Source: an optimization exercise on an open RTL-to-GDS flow (aim: small area, a short achievable clock period and few clock cycles). Production flows keep margins and buffers that such runs may drop.
At most, simulation tests tie the RTL to the original design; equivalence was not proved.
Power figures rest on the tool's default switching activity, not on a simulated workload.

==> inputs of v8 <==
// One_Core_CPU_Mips_Top
module One_Core_CPU_Mips_Top(Clk, Reset, PCAddDisplay, WriteDataDisplay,
                             IMemAddr, IMemData,
                             DMemAddr, DMemWriteData, DMemByteEnable, DMemWrite, DMemReadData);
    input Clk, Reset;
    output [31:0] PCAddDisplay;
    output [31:0] WriteDataDisplay;
    output [9:0]  IMemAddr;
    input  [31:0] IMemData;
    output [9:0]  DMemAddr;
    output [31:0] DMemWriteData;
    output [3:0]  DMemByteEnable;
    output        DMemWrite;
    input  [31:0] DMemReadData;
    reg  [31:0] pc;
    wire [31:0] pc4 = pc + 32'd4;
    assign IMemAddr = pc[11:2];
    wire        if_jump    = (IMemData[31:27] == 5'b00001);           
    wire [31:0] if_jtarget = {pc4[31:28], IMemData[25:0], 2'b00};
    wire [5:0] f_op = IMemData[31:26];
    wire [5:0] f_fn = IMemData[5:0];
    wire f_r      = (f_op == 6'h00);
    wire f_jr     = f_r & (f_fn == 6'h08);
    wire f_shift  = f_r & ((f_fn == 6'h00) | (f_fn == 6'h02)) & (IMemData[25:21] == 5'd0);
    wire f_ralu   = f_r & ~f_jr & ~f_shift;
    wire f_mul    = (f_op == 6'h1c);
    wire f_br     = (f_op == 6'h04) | (f_op == 6'h05) | (f_op == 6'h06) | (f_op == 6'h07) | (f_op == 6'h01);
    wire f_immalu = (f_op == 6'h08) | (f_op == 6'h0a) | (f_op == 6'h0c) | (f_op == 6'h0d) | (f_op == 6'h0e);
    wire f_load   = (f_op == 6'h23) | (f_op == 6'h21) | (f_op == 6'h20);
    wire f_store  = (f_op == 6'h2b) | (f_op == 6'h29) | (f_op == 6'h28);
    wire f_jal    = (f_op == 6'h03);
  ...
clock: 11.0 ns
lec_check: 0
cap_margin: 20
core_margin: 2
core_utilization: 50
slew_margin: 20
standard.sh (not shown) runs the stock make flow with config.mk's settings and CLKGATE_MAP_FILE= SYNTH_SCRIPT=/design/flow/synth_recipe.tcl, a recipe that flattens the netlist after the stock synthesis.
==> flow/flow/run.sh <==
#!/bin/bash
set -o pipefail
bash standard.sh SETUP_SLACK_MARGIN=6.6 \
  "CTS_ARGS=-sink_clustering_enable -repair_clock_nets -dont_use_dummy_load -buf_list sky130_fd_sc_hd__clkbuf_8 -root_buf sky130_fd_sc_hd__clkbuf_16" \
  finish > standard_flow.log 2>&1
==> v33 (differences from v8) <==
--- a/flow/design.v
+++ b/flow/design.v
@@ -766,21 +766,18 @@
     wire f_mul    = (f_op == 6'h1c);
     wire f_br     = (f_op == 6'h04) | (f_op == 6'h05) | (f_op == 6'h06) | (f_op == 6'h07) | (f_op == 6'h01);
     wire f_immalu = (f_op == 6'h08) | (f_op == 6'h0a) | (f_op == 6'h0c) | (f_op == 6'h0d) | (f_op == 6'h0e);
     wire f_load   = (f_op == 6'h23) | (f_op == 6'h21) | (f_op == 6'h20);
     wire f_store  = (f_op == 6'h2b) | (f_op == 6'h29) | (f_op == 6'h28);
     wire f_jal    = (f_op == 6'h03);
-    wire f_ret    = f_jr & (IMemData[25:21] == 5'd31);     
     wire f_uses_rs = f_ralu | f_mul | f_br | f_jr | f_immalu | f_load | f_store;
     wire f_uses_rt = f_ralu | f_mul | f_shift | (f_op == 6'h04) | (f_op == 6'h05) | f_store;
     wire [4:0] f_dest = f_jal ? 5'd31 : (f_immalu | f_load) ? IMemData[20:16] : IMemData[15:11];
-    wire f_wr = (f_ralu | f_shift | f_mul | f_immalu | f_load | f_jal) & (f_dest != 5'd0);
+    wire f_wr = ((f_ralu | f_shift | f_mul) & (IMemData[15:11] != 5'd0)) |
+                ((f_immalu | f_load) & (IMemData[20:16] != 5'd0)) | f_jal;
     reg         d_valid;
-    reg         d_pred;            
-    reg  [31:0] ras;               
-    reg         ras_v;
     reg         d_uses_rs, d_uses_rt, d_needs_id, d_wrp;
     reg  [4:0]  d_destp;
     reg  [31:0] d_instr;
     reg  [3:0]  d_rs_hi, d_rt_hi;      
     reg  [7:0]  d_rs_lo, d_rt_lo;
     wire [5:0]  d_op    = d_instr[31:26];
@@ -820,18 +817,20 @@
     wire [4:0] d_dest = d_destp;
     wire d_wr = d_valid & d_wrp;
     reg         e_wr, e_load, e_store, e_mul;
     reg  [4:0]  e_rd;
     reg  [31:0] e_a, e_b;
     reg  [15:0] e_imm;
-    reg         e_fa, e_fb, e_wa, e_wb, e_useimm, e_sext;
+    reg         e_fb, e_wb, e_immhi;
+    reg         e_am, e_aw, e_ar, e_bm, e_bw, e_bi, e_br;      
     reg         e_add, e_sub, e_slt, e_and, e_or, e_xor, e_nor, e_sll, e_srl, e_pass;
     reg  [1:0]  e_width;
     reg         m_wr, m_load, m_store, m_mul;
     reg  [4:0]  m_rd;
     reg  [31:0] m_res, m_c1, m_c2, m_c3, m_sdata;
+    reg  [3:0]  m_be;
     reg         w_wr;
     reg  [4:0]  w_rd;
     reg  [31:0] w_data;
     reg  [1:0]  m_width;
     wire e_late = e_load | e_mul;
     wire m_late = m_load | m_mul;
@@ -857,34 +856,29 @@
     wire eq   = (cmp_rs == cmp_rt);
     wire ltz  = cmp_rs[31];
     wire zero = (cmp_rs == 32'd0);
     wire cond = (op_beq & eq) | (op_bne & ~eq) | (op_blez & (ltz | zero)) |
                 (op_bgtz & ~ltz & ~zero) |
                 (op_regi & (d_rt == 5'd0) & ltz) | (op_regi & (d_rt == 5'd1) & ~ltz);
-    wire jr_ok    = d_pred & (cmp_rs == pc);     
-    wire redirect = d_valid & ~stall & (cond | (is_jr & ~jr_ok));
+    wire redirect = d_valid & ~stall & (cond | is_jr);
     wire [31:0] br_target = pc + {{14{d_imm[15]}}, d_imm, 2'b00};
     wire [31:0] jal_link  = {pc[31:28], d_instr[25:0], 2'b00};
     wire [31:0] target = is_jr ? cmp_rs : br_target;
     always @(posedge Clk or posedge Reset) begin
         if (Reset) begin
             pc      <= 32'd0;
             d_valid <= 1'b0;
-            ras_v   <= 1'b0;
         end else begin
             if (redirect)      pc <= target;
-            else if (!stall)   pc <= if_jump ? if_jtarget : (f_ret & ras_v) ? ras : pc4;
+            else if (!stall)   pc <= if_jump ? if_jtarget : pc4;
             if (redirect)      d_valid <= 1'b0;
             else if (!stall)   d_valid <= 1'b1;
-            if (!redirect && !stall && f_jal) ras_v <= 1'b1;
         end
     end
     always @(posedge Clk) begin
-        if (!redirect && !stall && f_jal) ras <= pc4;
         if (!stall) begin
-            d_pred  <= f_ret & ras_v;
             d_instr <= f_jal ? {IMemData[31:26], pc4[27:2]} : IMemData;
             d_uses_rs  <= f_uses_rs;
             d_uses_rt  <= f_uses_rt;
             d_needs_id <= f_br | f_jr;
             d_wrp      <= f_wr;
             d_destp    <= f_dest;
@@ -892,12 +886,13 @@
             d_rs_lo <= 8'b00000001 << IMemData[23:21];
             d_rt_hi <= 4'b0001 << IMemData[20:19];
             d_rt_lo <= 8'b00000001 << IMemData[18:16];
         end
     end
     wire go = ~stall;
+    wire d_useimm = is_immalu | is_load | is_store;
     always @(posedge Clk or posedge Reset) begin
         if (Reset) begin
             e_wr <= 1'b0; e_load <= 1'b0; e_store <= 1'b0; e_mul <= 1'b0;
         end else begin
             e_wr    <= d_wr & go;
             e_load  <= d_valid & is_load & go;
@@ -907,34 +902,39 @@
     end
     always @(posedge Clk) begin
         e_rd    <= d_dest;
         e_a     <= op_jal ? jal_link : byp_rs;
         e_b     <= byp_rt;
         e_imm   <= d_imm;
-        e_fa    <= hit_e_rs;
         e_fb    <= hit_e_rt;
-        e_wa    <= m_is_rs & uses_rs;
         e_wb    <= m_is_rt & uses_rt;
-        e_useimm <= is_immalu | is_load | is_store;
-        e_sext  <= ~(op_andi | op_ori | op_xori);
+        e_am    <= hit_e_rs;
+        e_aw    <= ~hit_e_rs & m_is_rs & uses_rs;
+        e_ar    <= ~hit_e_rs & ~(m_is_rs & uses_rs);
+        e_bi    <= d_useimm;
+        e_bm    <= ~d_useimm & hit_e_rt;
+        e_bw    <= ~d_useimm & ~hit_e_rt & m_is_rt & uses_rt;
+        e_br    <= ~d_useimm & ~hit_e_rt & ~(m_is_rt & uses_rt);
+        e_immhi <= ~(op_andi | op_ori | op_xori) & d_imm[15];
         e_add   <= (is_ralu & (d_funct == 6'h20)) | op_addi | is_load | is_store;
         e_sub   <= is_ralu & (d_funct == 6'h22);
         e_slt   <= (is_ralu & (d_funct == 6'h2a)) | op_slti;
         e_and   <= (is_ralu & (d_funct == 6'h24)) | op_andi;
         e_or    <= (is_ralu & (d_funct == 6'h25)) | op_ori;
         e_xor   <= (is_ralu & (d_funct == 6'h26)) | op_xori;
         e_nor   <= is_ralu & (d_funct == 6'h27);
         e_sll   <= is_shift & (d_funct == 6'h00);
         e_srl   <= is_shift & (d_funct == 6'h02);
         e_pass  <= op_jal;
         e_width <= (op_lh | op_sh) ? 2'd1 : (op_lb | op_sb) ? 2'd2 : 2'd0;
     end
-    wire [31:0] ex_a = e_fa ? m_res : e_wa ? w_data : e_a;
-    wire [31:0] ex_b = e_fb ? m_res : e_wb ? w_data : e_b;
-    wire [31:0] immx = {e_sext ? {16{e_imm[15]}} : 16'h0000, e_imm};
-    wire [31:0] opb  = e_useimm ? immx : ex_b;
+    wire [31:0] ex_a = ({32{e_am}} & m_res) | ({32{e_aw}} & w_data) | ({32{e_ar}} & e_a);
+    wire [31:0] ex_b = e_fb ? m_res : e_wb ? w_data : e_b;          
+    wire [31:0] immx = {{16{e_immhi}}, e_imm};
+    wire [31:0] opb  = ({32{e_bm}} & m_res) | ({32{e_bw}} & w_data) |
+                       ({32{e_bi}} & immx)  | ({32{e_br}} & e_b);
     wire        inv  = e_sub | e_slt;
     wire [31:0] sum  = ex_a + (opb ^ {32{inv}}) + {31'd0, inv};
     wire        lt   = (ex_a[31] ^ opb[31]) ? ex_a[31] : sum[31];
     wire [4:0]  shamt = e_imm[10:6];
     wire [31:0] alu =
         ({32{e_add | e_sub}} & sum) |
@@ -958,23 +958,24 @@
     always @(posedge Clk) begin
         m_rd    <= e_rd;
         m_res   <= e_mul ? mr0 : alu;
         m_c1    <= mr1;
         m_c2    <= mr2;
         m_c3    <= mr3;
-        m_sdata <= ex_b;
+        m_sdata <= (e_width == 2'd0) ? ex_b :
+                   (e_width == 2'd1) ? {2{ex_b[15:0]}} : {4{ex_b[7:0]}};
+        m_be    <= (e_width == 2'd0) ? 4'b1111 :
+                   (e_width == 2'd1) ? (sum[1] ? 4'b1100 : 4'b0011) :
+                   (4'b0001 << sum[1:0]);
         m_width <= e_width;
     end
     wire [1:0] ab = m_res[1:0];
     assign DMemAddr  = m_res[11:2];
     assign DMemWrite = m_store;
-    assign DMemByteEnable = (m_width == 2'd0) ? 4'b1111 :
-                            (m_width == 2'd1) ? (ab[1] ? 4'b1100 : 4'b0011) :
-                            (4'b0001 << ab);
-    assign DMemWriteData  = (m_width == 2'd0) ? m_sdata :
-                            (m_width == 2'd1) ? {2{m_sdata[15:0]}} : {4{m_sdata[7:0]}};
+    assign DMemByteEnable = m_be;
+    assign DMemWriteData  = m_sdata;
     wire [15:0] lhalf = ab[1] ? DMemReadData[31:16] : DMemReadData[15:0];
     wire [7:0]  lbyte = ab[0] ? lhalf[15:8] : lhalf[7:0];
     wire [31:0] ldata = (m_width == 2'd0) ? DMemReadData :
                         (m_width == 2'd1) ? {{16{lhalf[15]}}, lhalf} : {{24{lbyte[7]}}, lbyte};
     wire [31:0] csa_s, csa_c, csb_s, csb_c;
     CSA32 CSA_a(.x(m_res), .y(m_c1),  .z(m_c2), .s(csa_s), .c(csa_c));
==> flow/flow/run.sh (replaced) <==
#!/bin/bash
set -o pipefail
bash standard.sh SETUP_SLACK_MARGIN=7 TNS_END_PERCENT=10 \
  "CTS_ARGS=-sink_clustering_enable -repair_clock_nets -dont_use_dummy_load -buf_list sky130_fd_sc_hd__clkbuf_8 -root_buf sky130_fd_sc_hd__clkbuf_16" \
  "BUFFER_PORTS_ARGS=-buffer_cell sky130_fd_sc_hd__buf_2" \
  finish > standard_flow.log 2>&1
==> v29 (differences from v8) <==
--- a/flow/design.v
+++ b/flow/design.v
@@ -766,21 +766,17 @@
     wire f_mul    = (f_op == 6'h1c);
     wire f_br     = (f_op == 6'h04) | (f_op == 6'h05) | (f_op == 6'h06) | (f_op == 6'h07) | (f_op == 6'h01);
     wire f_immalu = (f_op == 6'h08) | (f_op == 6'h0a) | (f_op == 6'h0c) | (f_op == 6'h0d) | (f_op == 6'h0e);
     wire f_load   = (f_op == 6'h23) | (f_op == 6'h21) | (f_op == 6'h20);
     wire f_store  = (f_op == 6'h2b) | (f_op == 6'h29) | (f_op == 6'h28);
     wire f_jal    = (f_op == 6'h03);
-    wire f_ret    = f_jr & (IMemData[25:21] == 5'd31);     
     wire f_uses_rs = f_ralu | f_mul | f_br | f_jr | f_immalu | f_load | f_store;
     wire f_uses_rt = f_ralu | f_mul | f_shift | (f_op == 6'h04) | (f_op == 6'h05) | f_store;
     wire [4:0] f_dest = f_jal ? 5'd31 : (f_immalu | f_load) ? IMemData[20:16] : IMemData[15:11];
     wire f_wr = (f_ralu | f_shift | f_mul | f_immalu | f_load | f_jal) & (f_dest != 5'd0);
     reg         d_valid;
-    reg         d_pred;            
-    reg  [31:0] ras;               
-    reg         ras_v;
     reg         d_uses_rs, d_uses_rt, d_needs_id, d_wrp;
     reg  [4:0]  d_destp;
     reg  [31:0] d_instr;
     reg  [3:0]  d_rs_hi, d_rt_hi;      
     reg  [7:0]  d_rs_lo, d_rt_lo;
     wire [5:0]  d_op    = d_instr[31:26];
@@ -820,71 +816,61 @@
     wire [4:0] d_dest = d_destp;
     wire d_wr = d_valid & d_wrp;
     reg         e_wr, e_load, e_store, e_mul;
     reg  [4:0]  e_rd;
     reg  [31:0] e_a, e_b;
     reg  [15:0] e_imm;
-    reg         e_fa, e_fb, e_wa, e_wb, e_useimm, e_sext;
+    reg         e_fa, e_fb, e_useimm, e_sext;
     reg         e_add, e_sub, e_slt, e_and, e_or, e_xor, e_nor, e_sll, e_srl, e_pass;
     reg  [1:0]  e_width;
     reg         m_wr, m_load, m_store, m_mul;
     reg  [4:0]  m_rd;
     reg  [31:0] m_res, m_c1, m_c2, m_c3, m_sdata;
-    reg         w_wr;
-    reg  [4:0]  w_rd;
-    reg  [31:0] w_data;
     reg  [1:0]  m_width;
     wire e_late = e_load | e_mul;
     wire m_late = m_load | m_mul;
     wire hit_e_rs = uses_rs & e_wr & (e_rd == d_rs);
     wire hit_e_rt = uses_rt & e_wr & (e_rd == d_rt);
     wire m_is_rs  = m_wr & (m_rd == d_rs);
     wire m_is_rt  = m_wr & (m_rd == d_rt);
-    wire w_is_rs  = w_wr & (w_rd == d_rs);
-    wire w_is_rt  = w_wr & (w_rd == d_rt);
     wire needs_id = d_needs_id;
     wire stall = d_valid & (((hit_e_rs | hit_e_rt) & (needs_id | e_late)) |
                             (((m_is_rs & uses_rs) | (m_is_rt & uses_rt)) & needs_id & m_late));
     wire [31:0] m_wdata;
     wire [31:0] rf_rs, rf_rt;
     RegisterFile RegisterFile_1(.Clk(Clk), .Reset(Reset),
                                 .ra_hi(d_rs_hi), .ra_lo(d_rs_lo), .rb_hi(d_rt_hi), .rb_lo(d_rt_lo),
-                                .we(w_wr), .wa(w_rd), .wd(w_data),
+                                .we(m_wr), .wa(m_rd), .wd(m_wdata),
                                 .qa(rf_rs), .qb(rf_rt), .r2(PCAddDisplay), .r3(WriteDataDisplay));
-    wire [31:0] byp_rs = w_is_rs ? w_data : rf_rs;     
-    wire [31:0] byp_rt = w_is_rt ? w_data : rf_rt;
-    wire [31:0] cmp_rs = m_is_rs ? m_res : byp_rs;     
-    wire [31:0] cmp_rt = m_is_rt ? m_res : byp_rt;
+    wire [31:0] byp_rs = m_is_rs ? m_wdata : rf_rs;    
+    wire [31:0] byp_rt = m_is_rt ? m_wdata : rf_rt;
+    wire [31:0] cmp_rs = m_is_rs ? m_res : rf_rs;      
+    wire [31:0] cmp_rt = m_is_rt ? m_res : rf_rt;
     wire eq   = (cmp_rs == cmp_rt);
     wire ltz  = cmp_rs[31];
     wire zero = (cmp_rs == 32'd0);
     wire cond = (op_beq & eq) | (op_bne & ~eq) | (op_blez & (ltz | zero)) |
                 (op_bgtz & ~ltz & ~zero) |
                 (op_regi & (d_rt == 5'd0) & ltz) | (op_regi & (d_rt == 5'd1) & ~ltz);
-    wire jr_ok    = d_pred & (cmp_rs == pc);     
-    wire redirect = d_valid & ~stall & (cond | (is_jr & ~jr_ok));
+    wire redirect = d_valid & ~stall & (cond | is_jr);
     wire [31:0] br_target = pc + {{14{d_imm[15]}}, d_imm, 2'b00};
     wire [31:0] jal_link  = {pc[31:28], d_instr[25:0], 2'b00};
     wire [31:0] target = is_jr ? cmp_rs : br_target;
     always @(posedge Clk or posedge Reset) begin
         if (Reset) begin
             pc      <= 32'd0;
             d_valid <= 1'b0;
-            ras_v   <= 1'b0;
         end else begin
             if (redirect)      pc <= target;
-            else if (!stall)   pc <= if_jump ? if_jtarget : (f_ret & ras_v) ? ras : pc4;
+            else if (!stall)   pc <= if_jump ? if_jtarget : pc4;
             if (redirect)      d_valid <= 1'b0;
             else if (!stall)   d_valid <= 1'b1;
-            if (!redirect && !stall && f_jal) ras_v <= 1'b1;
         end
     end
     always @(posedge Clk) begin
-        if (!redirect && !stall && f_jal) ras <= pc4;
         if (!stall) begin
-            d_pred  <= f_ret & ras_v;
             d_instr <= f_jal ? {IMemData[31:26], pc4[27:2]} : IMemData;
             d_uses_rs  <= f_uses_rs;
             d_uses_rt  <= f_uses_rt;
             d_needs_id <= f_br | f_jr;
             d_wrp      <= f_wr;
             d_destp    <= f_dest;
@@ -909,14 +895,12 @@
         e_rd    <= d_dest;
         e_a     <= op_jal ? jal_link : byp_rs;
         e_b     <= byp_rt;
         e_imm   <= d_imm;
         e_fa    <= hit_e_rs;
         e_fb    <= hit_e_rt;
-        e_wa    <= m_is_rs & uses_rs;
-        e_wb    <= m_is_rt & uses_rt;
         e_useimm <= is_immalu | is_load | is_store;
         e_sext  <= ~(op_andi | op_ori | op_xori);
         e_add   <= (is_ralu & (d_funct == 6'h20)) | op_addi | is_load | is_store;
         e_sub   <= is_ralu & (d_funct == 6'h22);
         e_slt   <= (is_ralu & (d_funct == 6'h2a)) | op_slti;
         e_and   <= (is_ralu & (d_funct == 6'h24)) | op_andi;
@@ -925,14 +909,14 @@
         e_nor   <= is_ralu & (d_funct == 6'h27);
         e_sll   <= is_shift & (d_funct == 6'h00);
         e_srl   <= is_shift & (d_funct == 6'h02);
         e_pass  <= op_jal;
         e_width <= (op_lh | op_sh) ? 2'd1 : (op_lb | op_sb) ? 2'd2 : 2'd0;
     end
-    wire [31:0] ex_a = e_fa ? m_res : e_wa ? w_data : e_a;
-    wire [31:0] ex_b = e_fb ? m_res : e_wb ? w_data : e_b;
+    wire [31:0] ex_a = e_fa ? m_res : e_a;
+    wire [31:0] ex_b = e_fb ? m_res : e_b;
     wire [31:0] immx = {e_sext ? {16{e_imm[15]}} : 16'h0000, e_imm};
     wire [31:0] opb  = e_useimm ? immx : ex_b;
     wire        inv  = e_sub | e_slt;
     wire [31:0] sum  = ex_a + (opb ^ {32{inv}}) + {31'd0, inv};
     wire        lt   = (ex_a[31] ^ opb[31]) ? ex_a[31] : sum[31];
     wire [4:0]  shamt = e_imm[10:6];
@@ -973,24 +957,13 @@
     assign DMemWriteData  = (m_width == 2'd0) ? m_sdata :
                             (m_width == 2'd1) ? {2{m_sdata[15:0]}} : {4{m_sdata[7:0]}};
     wire [15:0] lhalf = ab[1] ? DMemReadData[31:16] : DMemReadData[15:0];
     wire [7:0]  lbyte = ab[0] ? lhalf[15:8] : lhalf[7:0];
     wire [31:0] ldata = (m_width == 2'd0) ? DMemReadData :
                         (m_width == 2'd1) ? {{16{lhalf[15]}}, lhalf} : {{24{lbyte[7]}}, lbyte};
-    wire [31:0] csa_s, csa_c, csb_s, csb_c;
-    CSA32 CSA_a(.x(m_res), .y(m_c1),  .z(m_c2), .s(csa_s), .c(csa_c));
-    CSA32 CSA_b(.x(csa_s), .y(csa_c), .z(m_c3), .s(csb_s), .c(csb_c));
-    wire [31:0] mprod = csb_s + csb_c;
+    wire [31:0] cs1_s = m_res ^ m_c1 ^ m_c2;
+    wire [31:0] cs1_c = {(m_res[30:0] & m_c1[30:0]) | (m_res[30:0] & m_c2[30:0]) | (m_c1[30:0] & m_c2[30:0]), 1'b0};
+    wire [31:0] cs2_s = cs1_s ^ cs1_c ^ m_c3;
+    wire [31:0] cs2_c = {(cs1_s[30:0] & cs1_c[30:0]) | (cs1_s[30:0] & m_c3[30:0]) | (cs1_c[30:0] & m_c3[30:0]), 1'b0};
+    wire [31:0] mprod = cs2_s + cs2_c;
     assign m_wdata = m_load ? ldata : m_mul ? mprod : m_res;
-    always @(posedge Clk or posedge Reset) begin
-        if (Reset) w_wr <= 1'b0;
-        else       w_wr <= m_wr;
-    end
-    always @(posedge Clk) begin
-        w_rd   <= m_rd;
-        w_data <= m_wdata;
-    end
-endmodule
-module CSA32(input wire [31:0] x, y, z, output wire [31:0] s, c);
-    assign s = x ^ y ^ z;
-    assign c = {(x[30:0] & y[30:0]) | (x[30:0] & z[30:0]) | (y[30:0] & z[30:0]), 1'b0};
 endmodule
==> flow/flow/run.sh (replaced) <==
#!/bin/bash
set -o pipefail
bash standard.sh SETUP_SLACK_MARGIN=7 \
  "CTS_ARGS=-sink_clustering_enable -repair_clock_nets -dont_use_dummy_load" \
  finish > standard_flow.log 2>&1
Settings changed: CORE_UTILIZATION 50 to 60.
==> notes <==
In v8 the hold slack is better than in v33, by 1.2 ps.
v8 went through all stages and came out clean. v29 died in 5_1_grt on GRT-0232. v33 ran to the end with no violations.
Between v8 and v33, the lower sequential power is in v33 (gap about 3%, measured against v33).
Between v33 and v8, the lower non-clock buffer count is in v8 (gap 12).
Against v33, the cell count of v8 is higher by 0.69%.
Of v33 and v8, v8 has the higher clock skew (gap 26 ps).
In v8 the die area is higher than in v33, by 2.0%.
Via count: v8 is smaller than v33 (0.97%).
In v33 the clock power is smaller than in v8, by about 3%.
==> figures <==
quantity                                                               v29                      v33                       v8
TritonCTS clock tree                                                     -                     done                     done
Run status                                          stopped before the end  complete, no violations  complete, no violations
Failing step                                                       5_1_grt                        -                        -
Multi-input gate area                                                    -                43500 µm²                44600 µm²
Multiplexer area fraction after synthesis                           0.0388                   0.0391                   0.0468
Total setup buffers inserted after CTS                                 441                      151                      251
Most common cell after layout, fill and taps aside                       -                 edfxtp_1                 edfxtp_1
Slowest stage cell, crit path                                            -                    or4_4                    or4_4
Setup Total Neg Slack                                                    -                     0 ps                     0 ps
Overall power of the completed layout                                    -                  21.4 mW                  21.5 mW
Largest voltage drop on the vdd net                                      -                   297 µV                   272 µV
Total length of routed met3 wires                                        -                 76100 µm                 64800 µm
Category of the most critical setup path                                 -                  reg2reg                  reg2reg
Worst Path Arrival                                                       -                  5590 ps                  5860 ps
Antenna-violating nets left                                              -                        0                        0
Switch share                                                             -                    0.447                    0.438
Setup-violating endpoint count in the final report                       -                        0                        0
Standard-cell row count                                                134                      149                      151
Testbench counts of v8, summed over its fixed seeds: cycles 77,796.
Testbench counts of v33, summed over its fixed seeds: cycles 79,147.
For v29, only the layout was checked, not whether the RTL still works.

==> port drivers added, routing unchanged <==
The flow's constraints put no driver on any port. The routed layouts listed below were extracted and timed again, unchanged, in two steps.
Step 1 assumes that a clkbuf_16 drives the clock port and a buf_2 every other input.
Step 2 times the ports against the registers' clock, not the clock port: input delays grow and output delays shrink by t, the midpoint of the rising clock arrivals with the driver on.
a / b / c = no drivers / after step 1 / after step 2; a / b = the first two.
run	t, ns	setup WS [ns]	clock arrival spread, ns	slew at the worst register clock pin (ns)	pins driven straight from the clock port
v8	0.903	5.627 / 5.627 / 5.576	0.231 / 0.231	0.07 / 0.07	1
v33	0.936	6.059 / 6.059 / 5.896	0.189 / 0.189	0.07 / 0.07	1
After both steps setup and hold are still met in every run listed. The setup slack of v33, which loses most, moves by 0.000 ns with the drivers and by -0.163 ns with both steps.
